From an optimization exercise on the open Yosys and OpenROAD flow, aimed at small area; shortcuts taken in it are not production practice. Only simulation tests tie the RTL to the original design; equivalence was not proved. Power and IR drop assume default switching activity.

==> flow/design.v <==
`timescale 1ns / 1ps
module UART_Top_Module(
input clk,
input rst,
input [7:0] data_in,
input wr_en, rd_en,
input [2:0] address,
output [7:0] data_o,
output serial_data_out,
output n_RTS,
output tx_done,
input n_CTS
);
reg [7:0] r0, r1, r2, r3, r4, r6, r7;
reg m5z, m5b;               
reg rv;                     
reg [2:0] ra;               
wire full, fifo_read;
wire push = wr_en && address == 3'd0 && !full && !r3[7];
wire [7:0] r5 = {{6{m5z}}, m5b, m5z};
wire [7:0] wdata = data_in & {8{rst}};
wire wr = wr_en || !rst;
always @(posedge clk) begin
  if (wr && (address == 3'd0 || !rst)) r0 <= wdata;
  if (wr && (address == 3'd1 || !rst)) r1 <= wdata;
  if (wr && (address == 3'd2 || !rst)) r2 <= wdata;
  if (wr && (address == 3'd3 || !rst)) r3 <= wdata;
  if (wr && (address == 3'd4 || !rst)) r4 <= wdata;
  if (wr && (address == 3'd6 || !rst)) r6 <= wdata;
  if (wr && (address == 3'd7 || !rst)) r7 <= wdata;
end
always @(posedge clk) begin
  if (!rst) begin
    m5z <= 0; m5b <= 0; rv <= 0;
  end else begin
    if (wr_en) begin
      m5z <= 1; m5b <= !push;
    end else if (!rd_en) begin
      m5z <= 1; m5b <= 1;
    end
    rv <= rd_en && !wr_en;
  end
end
always @(posedge clk)
  ra <= address;
reg [7:0] rdata;
always @* begin
  case (ra)
    3'd0: rdata = r0;
    3'd1: rdata = r1;
    3'd2: rdata = r2;
    3'd3: rdata = r3;
    3'd4: rdata = r4;
    3'd5: rdata = r5;
    3'd6: rdata = r6;
    default: rdata = r7;
  endcase
end
assign data_o = rv ? rdata : 8'd0;
reg [7:0] slot [0:31];
reg [4:0] n;
reg sh, shn;                
reg st;                     
reg [2:0] ph;
wire tx_ready;
wire empty = (n == 5'd0);
assign full = (n == 5'd31);
assign fifo_read = !st && !empty && tx_ready;
wire acc = push && !(n == 5'd30 && sh && !fifo_read);
always @(posedge clk) begin
  if (!rst) begin
    n <= 0; sh <= 0; shn <= 1; st <= 0; ph <= 0;
  end else begin
    n <= n + {4'd0, sh} - {4'd0, fifo_read};
    sh <= acc;
    shn <= !acc;
    st <= tx_ready && (st || !empty);
    ph <= ph + 3'd1;
  end
end
wire [15:0] din2 = {r0, r0} >> (ph + 3'd1);
wire [7:0] din_rot = din2[7:0] ^ {8{ph[0]}};
integer i;
always @(posedge clk) begin
  slot[0] <= ~((din_rot | {8{shn}}) & ({slot[0][0], slot[0][7:1]} | {8{sh}}));
  for (i = 1; i < 32; i = i + 1)
    slot[i] <= ~(({slot[i-1][0], slot[i-1][7:1]} | {8{shn}}) & ({slot[i][0], slot[i][7:1]} | {8{sh}}));
end
reg [14:0] vr;              
reg [22:0] ic;
reg bclk, btick, gen;
always @(posedge clk) begin
  if (!rst) begin
    ic <= 0; bclk <= 1; btick <= 0; gen <= 0;
  end else if (r3[7]) begin
    gen <= 1; btick <= 0;
  end else if (gen) begin
    if (ic == {8'd0, vr}) begin
      ic <= 0; bclk <= ~bclk; btick <= ~bclk;
    end else begin
      ic <= ic + 23'd1; btick <= 0;
    end
  end
end
always @(posedge clk)
  if (r3[7]) vr <= {r1, r0[7:1]};
reg tx;                     
reg S;                      
reg [13:0] K;               
reg [1:0] L;                
reg P;                      
reg par;                    
reg nxt;                    
reg sdo;
assign tx_done = tx & S;
assign tx_ready = !tx_done;
assign serial_data_out = sdo;
wire [3:0] b = K[7:4];
reg bdata, blast;
always @* begin
  case (L)
    2'd0: bdata = (b <= 4'd5);
    2'd1: bdata = (b <= 4'd6);
    2'd2: bdata = (b <= 4'd7);
    default: bdata = (b <= 4'd8);
  endcase
  case ({L, P})
    3'd0: blast = (b == 4'd5);
    3'd1, 3'd2: blast = (b == 4'd6);
    3'd3, 3'd4: blast = (b == 4'd7);
    3'd5, 3'd6: blast = (b == 4'd8);
    default: blast = (b == 4'd9);
  endcase
end
wire fb = bdata ? nxt : par;
wire first = (K[3:0] == 4'd0);
assign n_RTS = !S && (tx || (first && b == 4'd0));
wire [4:0] T = !r3[2] ? 5'd15 : (r3[1:0] == 2'b00) ? 5'd23 : 5'd31;
wire kend = S ? (K == {9'd0, T}) : (K[3:0] == 4'hf && blast);
wire load = st && r4[1] && tx && !n_CTS;
wire run = r4[1] && !tx;
always @(posedge clk) begin
  if (!rst) begin
    tx <= 1; S <= 0; K <= 0; sdo <= 1;
  end else if (btick) begin
    if (load) begin
      tx <= 0; S <= 0;
    end else if (run) begin
      if (S) sdo <= 1'b1;
      else if (first) sdo <= fb;
      if (kend) begin
        K <= 0;
        if (S) tx <= 1;
        S <= 1;
      end else
        K <= K + 14'd1;
    end else begin
      tx <= 1; S <= 0; K <= 0; sdo <= 1;
    end
  end
end
always @(posedge clk) begin
  if (btick && load) begin
    L <= {r3[0], r3[1]}; P <= r3[3]; par <= r3[5];
  end else if (btick && run && !S && K[3:0] == 4'hf)
    par <= par ^ sdo;       
end
always @(posedge clk)
  if (btick && load)
    nxt <= 1'b0;
  else if (!tx && !S && !first && ph == b[2:0])
    nxt <= slot[n][0] ^ ph[0];
endmodule
export LEC_CHECK = 0
export CAP_MARGIN = 20
export CORE_MARGIN = 2
export CORE_UTILIZATION = 80
export CTS_BUF_LIST = sky130_fd_sc_hd__clkbuf_16
export CTS_CLUSTER_DIAMETER = 100
export CTS_CLUSTER_SIZE = 30
export PLACE_DENSITY = 0.85
export SLEW_MARGIN = 20
create_clock -name core_clock -period 5.0 [get_ports {clk}]
standard.sh (not shown) runs the stock make flow with config.mk's settings and CLKGATE_MAP_FILE= SYNTH_SCRIPT=/design/flow/synth_recipe.tcl, a recipe that flattens the netlist after the stock synthesis.
==> flow/flow/run.sh <==
#!/bin/bash
# Standard layout (standard.sh) with three changes:
# - synthesis is the standard synthesis script, except that ABC maps the
#   logic with an area-oriented script (flow/abc_area.script, see synth_area.tcl);
# - the clock tree uses only clkbuf_16 cells in clusters of up to 34 registers
#   and no dummy loads;
# - the ports are buffered with buf_1 cells.
# Every tool's output goes to orfs/logs; make's output goes to standard.log.
set -euo pipefail
export FLOW_WORK="$(pwd)"
export CTS_ARGS="-sink_clustering_enable -repair_clock_nets -dont_use_dummy_load -buf_list sky130_fd_sc_hd__clkbuf_16 -sink_clustering_size 34 -sink_clustering_max_diameter 70"
export BUFFER_PORTS_ARGS="-buffer_cell sky130_fd_sc_hd__buf_1"
sed "s#SYNTH_SCRIPT=$FLOW_WORK/synth_recipe.tcl#SYNTH_SCRIPT=$FLOW_WORK/flow/synth_area.tcl#" standard.sh > standard_area.sh
grep -q "SYNTH_SCRIPT=$FLOW_WORK/flow/synth_area.tcl" standard_area.sh
bash standard_area.sh > standard.log 2>&1
==> flow/flow/abc_area.script <==
strash
&get -n
&fraig -x
&put
dc2
strash
&get -n
&dch -f
&nf -R 1000
&put
topo
stime -c
==> flow/flow/synth_area.tcl <==
# The standard synthesis (synth_recipe.tcl), with ABC run on an
# area-oriented script instead of ORFS's delay-oriented one. Only the ABC
# call changes, so the registers are the standard synthesis's.
proc abc {args} {
  set i [lsearch $args -script]
  lset args [expr {$i + 1}] $::env(FLOW_WORK)/flow/abc_area.script
  set j [lsearch $args -D]
  if {$j >= 0} {
    set args [lreplace $args $j [expr {$j + 1}]]
  }
  yosys abc {*}$args
}
source $::env(FLOW_WORK)/synth_recipe.tcl
The first run completed without violations.
Rerun with:
--- a/flow/flow/run.sh
+++ b/flow/flow/run.sh
@@ -4 +4,4 @@
-#   logic with an area-oriented script (flow/abc_area.script, see synth_area.tcl);
+#   logic with an area-oriented script (flow/abc_area.script, see synth_area.tcl),
+#   and adders are left to ABC too: no full/half-adder cell extraction
+#   (ADDER_MAP_FILE empty) and Yosys's own carry logic instead of ORFS's
+#   Kogge-Stone map (SYNTH_OPERATIONS_ARGS set to a no-op flag);
@@ -6 +9 @@
-#   and no dummy loads;
+#   and no dummy loads, with clkbuf_8 cells above the leaves;
@@ -11 +14 @@
-export CTS_ARGS="-sink_clustering_enable -repair_clock_nets -dont_use_dummy_load -buf_list sky130_fd_sc_hd__clkbuf_16 -sink_clustering_size 34 -sink_clustering_max_diameter 70"
+export CTS_ARGS="-sink_clustering_enable -repair_clock_nets -dont_use_dummy_load -buf_list sky130_fd_sc_hd__clkbuf_16 -root_buf sky130_fd_sc_hd__clkbuf_8 -tree_buf sky130_fd_sc_hd__clkbuf_8 -sink_clustering_size 34 -sink_clustering_max_diameter 70"
@@ -13 +16 @@
-sed "s#SYNTH_SCRIPT=$FLOW_WORK/synth_recipe.tcl#SYNTH_SCRIPT=$FLOW_WORK/flow/synth_area.tcl#" standard.sh > standard_area.sh
+sed "s#SYNTH_SCRIPT=$FLOW_WORK/synth_recipe.tcl#SYNTH_SCRIPT=$FLOW_WORK/flow/synth_area.tcl ADDER_MAP_FILE= SYNTH_OPERATIONS_ARGS=-noshare#" standard.sh > standard_area.sh
==> flow/flow/abc_area.script (replaced) <==
strash
&get -n
&fraig -x
&put
dc2
dc2
strash
&get -n
&dch -f
&nf -R 1000
&put
strash
dc2
strash
&get -n
&dch -f
&nf -R 1000
&put
strash
dc2
strash
&get -n
&dch -f
&nf -R 1000
&put
topo
stime -c
After rerunning:
- The new run produced a clean layout
- total power decreases slightly
- cell count decreases by a few percent
- clock skew decreases by 32 ps
Rerun with:
--- a/flow/flow/run.sh
+++ b/flow/flow/run.sh
@@ -8,2 +8,2 @@
-# - the clock tree uses only clkbuf_16 cells in clusters of up to 34 registers
-#   and no dummy loads, with clkbuf_8 cells above the leaves;
+# - the clock tree uses only clkbuf_8 cells in clusters of up to 20 registers
+#   and no dummy loads;
@@ -14 +14 @@
-export CTS_ARGS="-sink_clustering_enable -repair_clock_nets -dont_use_dummy_load -buf_list sky130_fd_sc_hd__clkbuf_16 -root_buf sky130_fd_sc_hd__clkbuf_8 -tree_buf sky130_fd_sc_hd__clkbuf_8 -sink_clustering_size 34 -sink_clustering_max_diameter 70"
+export CTS_ARGS="-sink_clustering_enable -repair_clock_nets -dont_use_dummy_load -buf_list sky130_fd_sc_hd__clkbuf_8 -sink_clustering_size 20 -sink_clustering_max_diameter 45"
==> flow/flow/abc_area.script (replaced) <==
strash
&get -n
&fraig -x
&put
dc2
strash
&get -n
&dch -f
&nf -R 1000
&put
topo
stime -c
Via count rises by 3.9%.
Setup slack gains 490 ps.
Routed wire length grows by 4.9%.
Worst hold slack gets worse by 17 ps.
Utilization is higher by 0.59 points.
Clock skew rises by 10 ps.
Cell count went up by 2.7%.
Rerun with:
--- a/flow/flow/run.sh
+++ b/flow/flow/run.sh
@@ -8 +8 @@
-# - the clock tree uses only clkbuf_8 cells in clusters of up to 20 registers
+# - the clock tree uses only clkbuf_16 cells in clusters of up to 40 registers
@@ -14 +14 @@
-export CTS_ARGS="-sink_clustering_enable -repair_clock_nets -dont_use_dummy_load -buf_list sky130_fd_sc_hd__clkbuf_8 -sink_clustering_size 20 -sink_clustering_max_diameter 45"
+export CTS_ARGS="-sink_clustering_enable -repair_clock_nets -dont_use_dummy_load -buf_list sky130_fd_sc_hd__clkbuf_16 -sink_clustering_size 40 -sink_clustering_max_diameter 50"
After rerunning: The new run completed without violations. Sequential cell count does not change. Die area stays the same. Clock skew is lower by 4.0 ps. Fmax is higher slightly. Via count is higher slightly. Clock power is higher by about a fifth. Total power is higher by a few percent. Non-clock buffer count stays the same. Worst setup slack gets better by 32 ps.
Rerun with:
--- a/flow/flow/run.sh
+++ b/flow/flow/run.sh
@@ -8,2 +8,2 @@
-# - the clock tree uses only clkbuf_16 cells in clusters of up to 40 registers
-#   and no dummy loads;
+# - the clock tree uses only clkbuf_16 cells in clusters of up to 36 registers
+#   and no dummy loads, with clkbuf_4 cells above the leaves;
@@ -14 +14 @@
-export CTS_ARGS="-sink_clustering_enable -repair_clock_nets -dont_use_dummy_load -buf_list sky130_fd_sc_hd__clkbuf_16 -sink_clustering_size 40 -sink_clustering_max_diameter 50"
+export CTS_ARGS="-sink_clustering_enable -repair_clock_nets -dont_use_dummy_load -buf_list sky130_fd_sc_hd__clkbuf_16 -root_buf sky130_fd_sc_hd__clkbuf_4 -tree_buf sky130_fd_sc_hd__clkbuf_4 -sink_clustering_size 36 -sink_clustering_max_diameter 60"
==> flow/flow/abc_area.script (replaced) <==
strash
&get -n
&fraig -x
&put
dc2
dc2
strash
&get -n
&dch -f
&nf -R 1000
&put
strash
dc2
strash
&get -n
&dch -f
&nf -R 1000
&put
strash
dc2
strash
&get -n
&dch -f
&nf -R 1000
&put
topo
stime -c
Settings changed: CAP_MARGIN 20 to 0, SLEW_MARGIN 20 to 0.
Effect: The changed run finished with timing, DRC and antenna clean. Flip-flop and latch count stays the same. Final cell count went down by 2.0%. Total power fell by 8.2%. Synthesized area went down by 0.86%. Clock power falls by 26%. Combinational power falls by about 0.9%. Sequential share of layout area increases by 1.7 points.

[static timing again, ports no longer ideal]
In the flow no input, the clock included, has a driving cell. The finished layouts below were timed again as built, in two steps.
Step 1: set_driving_cell puts a clkbuf_16 on clk and a buf_2 on each other input, an assumption about the parent block.
Step 2 adds t to the input delays and takes it off the output delays; t is the mean of the earliest and latest rising clock arrival at the registers after step 1. Input paths then give back, and output paths get back, about the clock's delay inside the block.
Three values: no drivers, after step 1, after step 2; two values: the first two.
run | shift t [ns] | slack for setup (ns) | worst hold slack (ns) | clock arrival spread, ns | pins driven straight from the clock port
the first run | 0.537 | 1.628 / 1.580 / 1.834 | 0.384 / 0.384 / 0.384 | 0.071 / 0.071 | 1
the second run | 0.591 | 0.890 / 0.890 / 0.890 | 0.409 / 0.409 / 0.409 | 0.041 / 0.040 | 1
the third run | 0.564 | 1.380 / 1.339 / 1.888 | 0.392 / 0.392 / 0.392 | 0.058 / 0.058 | 1
the fourth run | 0.578 | 1.412 / 1.363 / 1.790 | 0.414 / 0.414 / 0.414 | 0.052 / 0.051 | 1
the fifth run | 0.729 | 0.901 / 0.901 / 0.901 | 0.426 / 0.426 / 0.426 | 0.054 / 0.054 | 1
After both steps setup and hold are still met in every run listed.
